From an optimization exercise on the open Yosys and OpenROAD flow, aimed at small area and a short achievable clock period; shortcuts taken in it are not production practice.
The RTL was checked by simulation tests, not by an equivalence proof against the original design.

==> flow/design.v (outline; a module is shown in full before it is edited, if it fits) <==
// module mult_unit: 31 lines
// module mult: 66 lines
// module mul33: 1689 lines
module mult_unit (
    input  logic        clock,
    input  logic        reset,
    input  logic        start,
    input  logic [31:0] rs1,
    input  logic [31:0] rs2,
    input  logic [2:0]  func,
    input  logic [5:0]  dest_tag_in,
    input  logic        cdb_taken,
    input  logic        branch_mispredict,
    output logic [5:0]  dest_tag_out,
    output logic [31:0] result,
    output logic        done,
    output logic        full
);
  // ...
==> flow/run.sh <==
#!/bin/bash
# synth_recipe.tcl (not shown) runs the flow's synth.tcl, then flattens the netlist and writes it again
# the make line also repeats each setting of config.mk as NAME=value (left out here)
make -C /OpenROAD-flow-scripts/flow DESIGN_CONFIG=/design/flow/config.mk WORK_HOME=/design/flow/orfs CLKGATE_MAP_FILE= SYNTH_SCRIPT=/design/flow/synth_recipe.tcl finish
==> flow/config.mk <==
export PLATFORM = sky130hd
export DESIGN_NAME = mult_unit
export DESIGN_NICKNAME = mult_unit
export VERILOG_FILES = /design/flow/design.v
export SDC_FILE = /design/flow/constraint.sdc
export NUM_CORES = 4
export LEC_CHECK = 0
export ABC_AREA = 1
export CAP_MARGIN = 20
export CORE_MARGIN = 2
export CORE_UTILIZATION = 40
export PLACE_DENSITY = 0.6
export SLEW_MARGIN = 20
==> flow/constraint.sdc <==
create_clock -name core_clock -period 9.5 [get_ports {clock}]
set_input_delay 1.9000 -clock core_clock [delete_from_list [all_inputs] [get_ports {clock}]]
set_output_delay 1.9000 -clock core_clock [all_outputs]
set_load 0.01 [all_outputs]
==> impl_metrics.yaml, run 1 <==
yosys:
  post_synth_mux_area_share: 0
  synthAdderAreaFrac: 0.332
  netlist_top_cells_count: "673 x sky130_fd_sc_hd__inv_1, 528 x sky130_fd_sc_hd__xor2_1, 510 x sky130_fd_sc_hd__o22ai_1, 464 x sky130_fd_sc_hd__fa_1, 368 x sky130_fd_sc_hd__nand2_1"
  synth_enable_flop_cells: 187
  synth.most_common_cell: "sky130_fd_sc_hd__inv_1"
  synth-xor-area-share: 0.142
  synth_cell_type_count: 38
  yosys_top_cell_by_area: "sky130_fd_sc_hd__fa_1"
global_route:
  grt_max_degree: 58
  met3_routing_resource_usage_after_global_routing: 0.0976
finish:
  buffers_excl_clock: 210
  signal_buffer_area_fraction: 0.0529
  final.fill_count: 8034
  nNetsFinal: 4442
clocking:
  cts-hold-fix-buffers: 0
  cts_htree_levels: 4
worst_setup_path:
  critPathLaunchType: "flip-flop"
  timing.critical_path.depth: 23
sta:
  fmaxAchievable_ghz: 0.113
worst_hold_path:
  timing.hold.worst.class: "flip-flop to flip-flop"
  min_from: "u_mult.res2[8]"
run_status:
  run_status: "complete, no violations"
place:
  preCtsSetupSlack_ns: 1.06
  placedCellCount: 4815
floorplan:
  start_util: 0.405
  well_tap_count: 1060
routing:
  met3WireLength_um: 16400
==> run 2: changes to the inputs <==
--- a/flow/config.mk
+++ b/flow/config.mk
@@ -10,4 +10,5 @@
 export CORE_MARGIN = 2
 export CORE_UTILIZATION = 40
 export PLACE_DENSITY = 0.6
+export SETUP_SLACK_MARGIN = 5
 export SLEW_MARGIN = 20
==> run 2 against run 1 <==
- critical path depth up 2
- synthesized area unchanged
- critical endpoint is now u_mult.res1[16]
- cell area up 18%
- global-route usage up 4.8 points
- worst hold slack better by 0.0055 ns
- count of clock-buffer cells in the layout down 1
- still clean on timing, DRC and antenna
==> impl_metrics.yaml, run 2 <==
worst_setup_path:
  regToRegEndpoint: "u_mult.res1[16]"
  critical_path.endpoint_type: "flip-flop"
  cp.arrival_ns: 6.80
  path_class: "flip-flop to flip-flop"
  endpoint: "u_mult.res1[16]"
  timing.rr.start: "u_mult.a[8]"
  critical_path.max_fanout: 19
  required_ns: 9.74
  cp-startpoint: "u_mult.a[8]"
  r2r.worst_path.cells: 25
  critPathLaunchType: "flip-flop"
  setup.reg_to_reg.worst_slack_ns: 2.94
sta:
  worst_slew_pin_slew_ns: 1.14
  fin_crit_sh: 0.691
  timing_max_transition_violations_final: 0
  fmaxAchievable_ghz: 0.152
  fin_ws_ns: 2.94
  minimum_period_implied_by_the_final_worst_setup_slack_ns: 6.56
  clock-skew-final_ns: 0.0310
  rsz0062_at_grt: "true"
  setup-tns-final_ns: 0
  final-hold-violation-count: 0
  max-slew-margin-rel: 0.235
  timing.final.setup_violations: 0
floorplan:
  fp.dieW_um: 290
  cell_rows: 104
  core_area_um2: 80700
  start_util: 0.405
  boundaryPins: 118
  chipHeight_um: 290
  dieArea_um2: 84000
finish:
  finalInstanceArea_um2: 41900
  layout.cells.non_filler: 5124
  ff_latch_area_um2: 5700
  final.fill_count: 7341
  areaGrowthSynthToFinish_pct: 28.2
  final_common_cell: "sky130_fd_sc_hd__inv_1"
  post_route_cells_drive_above_1_share: 0.235
  nNetsFinal: 4717
  multi_input_area_um2: 26200
  top_library_cells_by_usage_in_the_layout_fill_and_taps_aside: "578 x sky130_fd_sc_hd__inv_1, 521 x sky130_fd_sc_hd__xor2_1, 483 x sky130_fd_sc_hd__o22ai_1"
clocking:
  cts_htree_levels: 4
  cts-hold-fix-buffers: 0
  cts_tree: "built"
  cts.path.max_buffers: 2
  latest_clock_arrival_within_the_worst_skew_pair_ns: 0.52
  clock_sinks: 191
  clock_transition_time_at_the_flip_flop_clock_pins_of_the_worst_setup_and_hold_paths_ns: 0.11
  cts_buffers: 17
  cts.root.buffer_cell: "sky130_fd_sc_hd__clkbuf_16"
routing:
  initialDrtViolationCount: 4171
  dr_total_vias: 31700
  drcViolationCount: 0
  route.final.wire_length_um: 151000
  routed_via_density: 6.19
  detail_route.first_pass.iterations: 12
  antenna_left: 0
  wl_per_cell_um: 29.4
global_route:
  first_pass_grt_wire_length_um: 216000
  grt_pass1_vias: 31937
  overflow: 0
  top_usage_layer: "met2"
  grt_max_degree: 59
  grtUsageMet2: 0.520
  globalRouteTotalUtil: 0.357
  groute.layer.met1.usage: 0.432
  met3_routing_resource_usage_after_global_routing: 0.160
  grt_antenna_before_repair: 3
place:
  placed_area_um2: 35400
  post-dp-hpwl_um: 93400
  place_congestion: 1.00
  placedCellCount: 4803
  io_buffer_count: 117
  preCtsSetupSlack_ns: 1.43
yosys:
  synth_cell_type_count: 38
  yosys_top_cell_by_area: "sky130_fd_sc_hd__fa_1"
  syn-instance-count: 3814
  synth.avg_cell_area_um2: 8.56
  total_nets_after_synthesis: 4481
  synth.yosys.warnings: 1
  netlist_top_cells_count: "673 x sky130_fd_sc_hd__inv_1, 528 x sky130_fd_sc_hd__xor2_1, 510 x sky130_fd_sc_hd__o22ai_1, 464 x sky130_fd_sc_hd__fa_1, 368 x sky130_fd_sc_hd__nand2_1"
  synthArstFlopShare: 0
  synth_enable_flop_cells: 187
  ys_ff_latch: 191
  synth.most_common_cell: "sky130_fd_sc_hd__inv_1"
  synthesis.area_um2: 32700
  biggest_area_contributors_in_the_synthesized_netlist: "sky130_fd_sc_hd__fa_1 28%, sky130_fd_sc_hd__edfxtp_1 17%, sky130_fd_sc_hd__xor2_1 14%, sky130_fd_sc_hd__o22ai_1 9.8%, sky130_fd_sc_hd__inv_1 7.7%"
  synthDominantCellAreaShare: 0.284
  synthFlopType: "sky130_fd_sc_hd__edfxtp_1"
  synth_seq_area_share: 0.174
worst_hold_path:
  timing.hold.worst.class: "flip-flop to flip-flop"
run_status:
  run_status: "complete, no violations"
run:
  drv_cap: 0
-- run 2: cell counts after synthesis --
No cell type changed its count.
-- run 2: kinds of logic (layout without fill, tap and decap cells) --
logic type / after synthesis / after routing / share of synthesized area
other cells: 0 / 1 / 0
compound gates: 835 / 836 / 0.151
buf+inv: 975 / 1211 / 0.113
fa+ha+maj: 589 / 589 / 0.332
flops: 191 / 191 / 0.174
simple gates: 694 / 706 / 0.0865
xor+xnor: 530 / 530 / 0.142
-- run 2: how the worst min path moves through the flow --
stage                            to  slack, ns             from  depth (start not counted)
floorplan            u_mult.res2[0]       0.40   u_mult.res1[0]                          0
global placement     u_mult.tag2[1]       0.40   u_mult.tag1[1]                          0
detailed placement  u_mult.res2[10]       0.40  u_mult.res1[10]                          0
CTS                 u_mult.res2[10]       0.42  u_mult.res1[10]                          0
global route         u_mult.res3[1]       0.43   u_mult.res2[1]                          0
finish               u_mult.res3[7]       0.42   u_mult.res2[7]                          0
-- run 2: layout make-up --
class	count	area share
timing repair buffer	465	0.121
tap	1060	0.0317
inverter	707	0.0701
antenna	1	0.0000598
timing repair inverter	7	0.00149
clock buffer	17	0.0102
sequential	191	0.136
clock inverter	15	0.00433
multi-input combinational	2661	0.625
-- run 2: per-stage QoR --
step,utilization,hold slack (ns)
floorplan,-,0.400
detailed placement,0.438,0.405
finish,0.519,0.420
CTS,0.502,0.423
global placement,0.438,0.401
global route,0.519,0.427
-- run 2: timing repair --
action / in CTS / in global routing
gates resized for setup: 502 / 236
setup endpoints to repair: 33 / 33
pin swaps: 122 / 85
cloned: 34 / 3
buffers inserted: 212 / 37
-- run 2: critical path, stage by stage, from the launching register on --
cell and delay [ns]:
sky130_fd_sc_hd__edfxtp_1 0.48, sky130_fd_sc_hd__inv_4 0.40, sky130_fd_sc_hd__buf_4 0.41, sky130_fd_sc_hd__o22ai_1 0.17, sky130_fd_sc_hd__xor2_1 0.21, sky130_fd_sc_hd__fa_1 0.41, sky130_fd_sc_hd__inv_1 0.09, sky130_fd_sc_hd__fa_1 0.44
sky130_fd_sc_hd__fa_1 0.53, sky130_fd_sc_hd__inv_2 0.05, sky130_fd_sc_hd__fa_1 0.46, sky130_fd_sc_hd__fa_1 0.52, sky130_fd_sc_hd__fa_1 0.54, sky130_fd_sc_hd__inv_2 0.05, sky130_fd_sc_hd__ha_4 0.36, sky130_fd_sc_hd__nand2_8 0.09
sky130_fd_sc_hd__nor2_4 0.10, sky130_fd_sc_hd__inv_2 0.06, sky130_fd_sc_hd__nor2_2 0.11, sky130_fd_sc_hd__inv_2 0.07, sky130_fd_sc_hd__nor3_4 0.22, sky130_fd_sc_hd__nand4_1 0.16, sky130_fd_sc_hd__nand3_1 0.11, sky130_fd_sc_hd__nand2_1 0.05
sky130_fd_sc_hd__nand3_1 0.09, sky130_fd_sc_hd__nand2_2 0.08
-- run 2: layer usage --
layer / wire (um) / up-vias
met5: 167 / -
met4: 12400 / 8
met3: 23200 / 846
met2: 61700 / 2821
met1: 53200 / 15141
li1: - / 12884

-- separate check: timing with driven ports --
Ports are ideal in the flow. The routed layouts listed here were re-timed in OpenROAD.
Step 1: set_driving_cell puts a clkbuf_16 on clock and a buf_2 on each other input, an assumption about the parent block.
Step 2 also shifts input and output timing later by t, the mid clock arrival at the registers, as if the neighbouring blocks saw the same clock.
a / b / c = ideal ports / drivers / drivers and shift; a / b = the first two.
| run | t (ns) | slack for setup (ns) | cell pins on the clock port's net |
|---|---|---|---|
| run 1 | 0.579 | 0.686 / 0.686 / 0.686 | 1 |
| run 2 | 0.575 | 2.940 / 2.940 / 2.940 | 1 |
After both steps every run listed still meets setup and hold.
